This is an optimization exercise on Yosys and OpenROAD, whose aim is small area, a short achievable clock period and few clock cycles, not a production implementation. Only simulation tests tie the RTL to the original design; equivalence was not proved. Power is estimated from default activity; no workload was simulated.

==> tundra <==
Design TPU, start of the top module:
module TPU(
    clk,
    rst_n,
    in_valid,
    K,
    M,
    N,
    busy,
    A_wr_en,
    A_index,
    A_data_in,
    A_data_out,
    B_wr_en,
    B_index,
    B_data_in,
    B_data_out,
    C_wr_en,
    C_index,
    C_data_in,
    C_data_out
);
input clk;
input rst_n;
input            in_valid;
input [7:0]      K;
input [7:0]      M;
input [7:0]      N;
output  reg      busy;
output           A_wr_en;
output [15:0]    A_index;
output [31:0]    A_data_in;
input  [31:0]    A_data_out;
output           B_wr_en;
output [15:0]    B_index;
output [31:0]    B_data_in;
input  [31:0]    B_data_out;
output           C_wr_en;
output [15:0]    C_index;
output [127:0]   C_data_in;
input  [127:0]   C_data_out;
reg  [7:0] k_end;        
reg  [2:0] pad1;         
reg        k_one;        
reg  [5:0] mt_last;      
reg        mt_zero;      
reg  [3:0] last_rows;    
reg  [3:0] top_row;      
wire [7:0] m_dec      = M - 8'd1;
wire [7:0] n_dec      = N - 8'd1;
wire [7:0] k_dec      = K - 8'd1;
  ...
clock: 8.0 ns
lec_check: 0
cap_margin: 20
core_margin: 2
core_utilization: 40
setup_slack_margin: 4.3
slew_margin: 20
run.sh (not shown) runs the stock make flow with config.mk's settings and CLKGATE_MAP_FILE= SYNTH_SCRIPT=/design/flow/synth_recipe.tcl, a recipe that flattens the netlist after the stock synthesis.
==> fjord (differences from tundra) <==
--- a/flow/design.v
+++ b/flow/design.v
@@ -158,33 +158,24 @@
     a2_d2  <= a2_d1;
     a3_d1  <= a_q[7:0];
     a3_d2  <= a3_d1;
     a3_d3  <= a3_d2;
 end
 wire [9:0]  a3_row [0:3];
-reg  [9:0]  tq [0:3];
-reg  [9:0]  t1_d1, t2_d1, t2_d2, t3_d1, t3_d2, t3_d3;
-genvar l;
-generate
-    for (l = 0; l < 4; l = l + 1) begin : triple
-        wire [7:0] lane = A_data_out[31-8*l -: 8];
-        always @(posedge clk) tq[l] <= ({2'b00, lane} + {1'b0, lane, 1'b0}) & {10{iss_v}};
-    end
-endgenerate
+reg  [9:0]  tq0, tq1, tq2, tq3;
+wire [7:0]  lane0 = A_data_out[31:24];
 always @(posedge clk) begin
-    t1_d1 <= tq[1];
-    t2_d1 <= tq[2];
-    t2_d2 <= t2_d1;
-    t3_d1 <= tq[3];
-    t3_d2 <= t3_d1;
-    t3_d3 <= t3_d2;
+    tq0 <= ({2'b00, lane0} + {1'b0, lane0, 1'b0}) & {10{iss_v}};
+    tq1 <= {2'b00, a_q[23:16]} + {1'b0, a_q[23:16], 1'b0};
+    tq2 <= {2'b00, a2_d1} + {1'b0, a2_d1, 1'b0};
+    tq3 <= {2'b00, a3_d2} + {1'b0, a3_d2, 1'b0};
 end
-assign a3_row[0] = tq[0];
-assign a3_row[1] = t1_d1;
-assign a3_row[2] = t2_d2;
-assign a3_row[3] = t3_d3;
+assign a3_row[0] = tq0;
+assign a3_row[1] = tq1;
+assign a3_row[2] = tq2;
+assign a3_row[3] = tq3;
 wire [7:0]  a_row [0:3];
 wire [31:0] b_row [0:3];
 assign a_row[0] = a_q[31:24];
 assign a_row[1] = a1_d1;
 assign a_row[2] = a2_d2;
 assign a_row[3] = a3_d3;
@@ -286,36 +277,37 @@
     input      [7:0]  b,
     input      [9:0]  a3,    
     output     [23:0] x,
     output     [23:0] y
 );
 reg  [23:0] xr;
-reg  [2:0] yr;
-wire [23:0] xc = xr & {24{~clr}};
+reg  [4:0] yr;
+wire [23:0] xt = xr;
+wire [23:0] xc = xt & {24{~clr}};
 wire [23:0] yfull;
 assign yfull[0] = 1'b0;
 assign yfull[1] = 1'b0;
 assign yfull[2] = 1'b0;
 assign yfull[3] = 1'b0;
-assign yfull[4] = 1'b0;
+assign yfull[4] = yr[0];
 assign yfull[5] = 1'b0;
-assign yfull[6] = yr[0];
+assign yfull[6] = 1'b0;
 assign yfull[7] = 1'b0;
-assign yfull[8] = 1'b0;
+assign yfull[8] = yr[1];
 assign yfull[9] = 1'b0;
 assign yfull[10] = 1'b0;
 assign yfull[11] = 1'b0;
-assign yfull[12] = yr[1];
+assign yfull[12] = yr[2];
 assign yfull[13] = 1'b0;
 assign yfull[14] = 1'b0;
 assign yfull[15] = 1'b0;
-assign yfull[16] = 1'b0;
+assign yfull[16] = yr[3];
 assign yfull[17] = 1'b0;
-assign yfull[18] = yr[2];
+assign yfull[18] = 1'b0;
 assign yfull[19] = 1'b0;
-assign yfull[20] = 1'b0;
+assign yfull[20] = yr[4];
 assign yfull[21] = 1'b0;
 assign yfull[22] = 1'b0;
 assign yfull[23] = 1'b0;
 wire [23:0] yc = yfull & {24{~clr}};
 wire [9:0] m1 = {2'b00, a};
 wire [9:0] m2 = {1'b0, a, 1'b0};
@@ -372,44 +364,44 @@
 wire q3_8 = (s3_1 & m1[8]) | (s3_2 & m2[8]) | (s3_3 & a3[8]);
 wire q3_9 = (s3_1 & m1[9]) | (s3_2 & m2[9]) | (s3_3 & a3[9]);
 wire t1 = xc[2] ^ q0_2;
 wire t2 = xc[2] & q0_2;
 wire t3 = xc[3] ^ q0_3 ^ q1_1;
 wire t4 = (xc[3] & q0_3) | (xc[3] & q1_1) | (q0_3 & q1_1);
-wire t5 = xc[4] ^ q0_4 ^ q1_2;
-wire t6 = (xc[4] & q0_4) | (xc[4] & q1_2) | (q0_4 & q1_2);
-wire t7 = q2_0 ^ t4;
-wire t8 = q2_0 & t4;
+wire t5 = xc[4] ^ yc[4] ^ q0_4;
+wire t6 = (xc[4] & yc[4]) | (xc[4] & q0_4) | (yc[4] & q0_4);
+wire t7 = q1_2 ^ q2_0;
+wire t8 = q1_2 & q2_0;
 wire t9 = xc[5] ^ q0_5 ^ q1_3;
 wire t10 = (xc[5] & q0_5) | (xc[5] & q1_3) | (q0_5 & q1_3);
-wire t11 = q2_1 ^ t6 ^ t9;
-wire t12 = (q2_1 & t6) | (q2_1 & t9) | (t6 & t9);
-wire t13 = xc[6] ^ yc[6] ^ q0_6;
-wire t14 = (xc[6] & yc[6]) | (xc[6] & q0_6) | (yc[6] & q0_6);
-wire t15 = q1_4 ^ q2_2 ^ q3_0;
-wire t16 = (q1_4 & q2_2) | (q1_4 & q3_0) | (q2_2 & q3_0);
-wire t17 = t10 ^ t13 ^ t15;
-wire t18 = (t10 & t13) | (t10 & t15) | (t13 & t15);
+wire t11 = q2_1 ^ t8 ^ t6;
+wire t12 = (q2_1 & t8) | (q2_1 & t6) | (t8 & t6);
+wire t13 = xc[6] ^ q0_6 ^ q1_4;
+wire t14 = (xc[6] & q0_6) | (xc[6] & q1_4) | (q0_6 & q1_4);
+wire t15 = q2_2 ^ q3_0 ^ t10;
+wire t16 = (q2_2 & q3_0) | (q2_2 & t10) | (q3_0 & t10);
+wire t17 = t13 ^ t12;
+wire t18 = t13 & t12;
 wire t19 = xc[7] ^ q0_7 ^ q1_5;
 wire t20 = (xc[7] & q0_7) | (xc[7] & q1_5) | (q0_7 & q1_5);
 wire t21 = q2_3 ^ q3_1 ^ t14;
 wire t22 = (q2_3 & q3_1) | (q2_3 & t14) | (q3_1 & t14);
-wire t23 = t16 ^ t19 ^ t18;
-wire t24 = (t16 & t19) | (t16 & t18) | (t19 & t18);
-wire t25 = xc[8] ^ q0_8 ^ q1_6;
-wire t26 = (xc[8] & q0_8) | (xc[8] & q1_6) | (q0_8 & q1_6);
-wire t27 = q2_4 ^ q3_2 ^ t20;
-wire t28 = (q2_4 & q3_2) | (q2_4 & t20) | (q3_2 & t20);
-wire t29 = t25 ^ t22 ^ t27;
-wire t30 = (t25 & t22) | (t25 & t27) | (t22 & t27);
+wire t23 = t19 ^ t16 ^ t21;
+wire t24 = (t19 & t16) | (t19 & t21) | (t16 & t21);
+wire t25 = xc[8] ^ yc[8] ^ q0_8;
+wire t26 = (xc[8] & yc[8]) | (xc[8] & q0_8) | (yc[8] & q0_8);
+wire t27 = q1_6 ^ q2_4 ^ q3_2;
+wire t28 = (q1_6 & q2_4) | (q1_6 & q3_2) | (q2_4 & q3_2);
+wire t29 = t20 ^ t25 ^ t27;
+wire t30 = (t20 & t25) | (t20 & t27) | (t25 & t27);
 wire t31 = xc[9] ^ q0_9 ^ q1_7;
 wire t32 = (xc[9] & q0_9) | (xc[9] & q1_7) | (q0_9 & q1_7);
 wire t33 = q2_5 ^ q3_3 ^ t26;
 wire t34 = (q2_5 & q3_3) | (q2_5 & t26) | (q3_3 & t26);
-wire t35 = t31 ^ t28 ^ t33;
-wire t36 = (t31 & t28) | (t31 & t33) | (t28 & t33);
+wire t35 = t28 ^ t31 ^ t30;
+wire t36 = (t28 & t31) | (t28 & t30) | (t31 & t30);
 wire t37 = xc[10] ^ q1_8 ^ q2_6;
 wire t38 = (xc[10] & q1_8) | (xc[10] & q2_6) | (q1_8 & q2_6);
 wire t39 = q3_4 ^ t32 ^ t37;
 wire t40 = (q3_4 & t32) | (q3_4 & t37) | (t32 & t37);
 wire t41 = t34 ^ t39;
 wire t42 = t34 & t39;
@@ -420,27 +412,27 @@
 wire t47 = t40 ^ t45;
 wire t48 = t40 & t45;
 wire t49 = xc[12] ^ yc[12] ^ q2_8;
 wire t50 = (xc[12] & yc[12]) | (xc[12] & q2_8) | (yc[12] & q2_8);
 wire t51 = q3_6 ^ t44 ^ t49;
 wire t52 = (q3_6 & t44) | (q3_6 & t49) | (t44 & t49);
-wire t53 = t46 ^ t51;
-wire t54 = t46 & t51;
-wire t55 = xc[13] ^ q2_9 ^ q3_7;
-wire t56 = (xc[13] & q2_9) | (xc[13] & q3_7) | (q2_9 & q3_7);
-wire t57 = t50 ^ t55 ^ t52;
-wire t58 = (t50 & t55) | (t50 & t52) | (t55 & t52);
-wire t59 = xc[14] ^ q3_8 ^ t56;
-wire t60 = (xc[14] & q3_8) | (xc[14] & t56) | (q3_8 & t56);
-wire t61 = xc[15] ^ q3_9;
-wire t62 = xc[15] & q3_9;
-wire [6:0] ch0 = {1'b0, t8, t5, t2, q1_0, xc[1], xc[0]} + {1'b0, t11, t7, t3, t1, q0_1, q0_0};
-wire [6:0] ch6 = {1'b0, t42, t41, t30, t24, t21, t12} + {1'b0, t47, t36, t35, t29, t23, t17};
-wire [6:0] ch12 = {1'b0, xc[17], xc[16], t61, t59, t54, t48} + {1'b0, 1'b0, t62, t60, t58, t57, t53};
-wire [6:0] ch18 = {1'b0, xc[23], xc[22], xc[21], xc[20], xc[19], xc[18]} + {1'b0, 1'b0, 1'b0, 1'b0, 1'b0, 1'b0, yc[18]};
+wire t53 = xc[13] ^ q2_9 ^ q3_7;
+wire t54 = (xc[13] & q2_9) | (xc[13] & q3_7) | (q2_9 & q3_7);
+wire t55 = t50 ^ t53;
+wire t56 = t50 & t53;
+wire t57 = xc[14] ^ q3_8 ^ t54;
+wire t58 = (xc[14] & q3_8) | (xc[14] & t54) | (q3_8 & t54);
+wire t59 = xc[15] ^ q3_9;
+wire t60 = xc[15] & q3_9;
+wire [4:0] ch0 = {1'b0, t2, q1_0, xc[1], xc[0]} + {1'b0, t3, t1, q0_1, q0_0};
+wire [4:0] ch4 = {1'b0, t18, t15, t9, t7} + {1'b0, t23, t17, t11, t4} + {4'd0, t5};
+wire [4:0] ch8 = {1'b0, t42, t41, t33, t22} + {1'b0, t47, t36, t35, t29} + {4'd0, t24};
+wire [4:0] ch12 = {1'b0, t59, t56, t55, t46} + {1'b0, t58, t57, t52, t51} + {4'd0, t48};
+wire [4:0] ch16 = {1'b0, xc[19], xc[18], xc[17], xc[16]} + {1'b0, 1'b0, 1'b0, 1'b0, yc[16]} + {4'd0, t60};
+wire [4:0] ch20 = {1'b0, xc[23], xc[22], xc[21], xc[20]} + {1'b0, 1'b0, 1'b0, 1'b0, yc[20]};
 always @(posedge clk) begin
-    xr <= {ch18[5], ch18[4], ch18[3], ch18[2], ch18[1], ch18[0], ch12[5], ch12[4], ch12[3], ch12[2], ch12[1], ch12[0], ch6[5], ch6[4], ch6[3], ch6[2], ch6[1], ch6[0], ch0[5], ch0[4], ch0[3], ch0[2], ch0[1], ch0[0]};
-    yr <= {ch12[6], ch6[6], ch0[6]};
+    xr <= {ch20[3], ch20[2], ch20[1], ch20[0], ch16[3], ch16[2], ch16[1], ch16[0], ch12[3], ch12[2], ch12[1], ch12[0], ch8[3], ch8[2], ch8[1], ch8[0], ch4[3], ch4[2], ch4[1], ch4[0], ch0[3], ch0[2], ch0[1], ch0[0]};
+    yr <= {ch16[4], ch12[4], ch8[4], ch4[4], ch0[4]};
 end
-assign x = xr;
+assign x = xt;
 assign y = yfull;
 endmodule
- ABC_AREA: not set -> 1
- CORE_UTILIZATION: 40 -> 55
- PLACE_DENSITY: not set -> 0.7
- SETUP_SLACK_MARGIN: 4.3 -> 4.7
==> comparison table <==
quantity	fjord	tundra
Run status	complete, no violations	complete, no violations
R2R cell count	10	13
Internal power component	12900 µW	15000 µW
Clk network pwr share	25.0%	23.6%
Post-synthesis compound-gate area fraction	11.9%	13.8%
Reg power frac	31.2%	29.5%
Achievable clock frequency	305 MHz	274 MHz
Master of the slowest instance on the critical path	sky130_fd_sc_hd__fa_1	sky130_fd_sc_hd__clkdlybuf4s50_1
Multiplexer share of the synthesized area	0.0316%	8.90%
Clock network share of area	5.09%	5.43%
Switching Fraction	39.5%	38.0%
Clock buffer count from CTS	104	113
Share of post-route cells with drive strength above 1	13.7%	18.8%
Largest fanout of any net on the critical path	6	13
Hold Path Sink	a3_d1[1]$_DFF_P_	t1_d1[2]$_DFF_P_
Testbench counts of tundra, summed over its fixed seeds: cycles 122,601.
Testbench counts of fjord, summed over its fixed seeds: cycles 122,601.

-- afterwards: timing with drivers on the ports --
How much do the figures lean on ideal ports? The routed layouts below were timed once more, with nothing changed but the port constraints.
Step 1, drivers: a clkbuf_16 drives clk and a buf_2 each remaining input, both assumed.
Step 2 moves the port delays by t, midway between the first and last clock arrival at a register: inputs arrive t later, outputs are due t later. That takes back most of the time a late clock gives input paths.
a / b / c = no drivers / after step 1 / after step 2; a / b = the first two.
run | shift t [ns] | slack for setup (ns) | latest minus earliest clock arrival (ns) | slew at the worst register clock pin (ns) | worst data-port slew with drivers (ns)
tundra | 0.837 | 4.349 / 4.263 / 4.127 | 0.056 / 0.056 | 0.07 / 0.07 | 0.09
fjord | 0.779 | 4.716 / 4.664 / 4.362 | 0.070 / 0.070 | 0.08 / 0.08 | 0.07
After both steps every run listed still meets setup and hold. The setup slack of fjord, which loses most, moves by -0.052 ns with the drivers and by -0.354 ns with both steps.
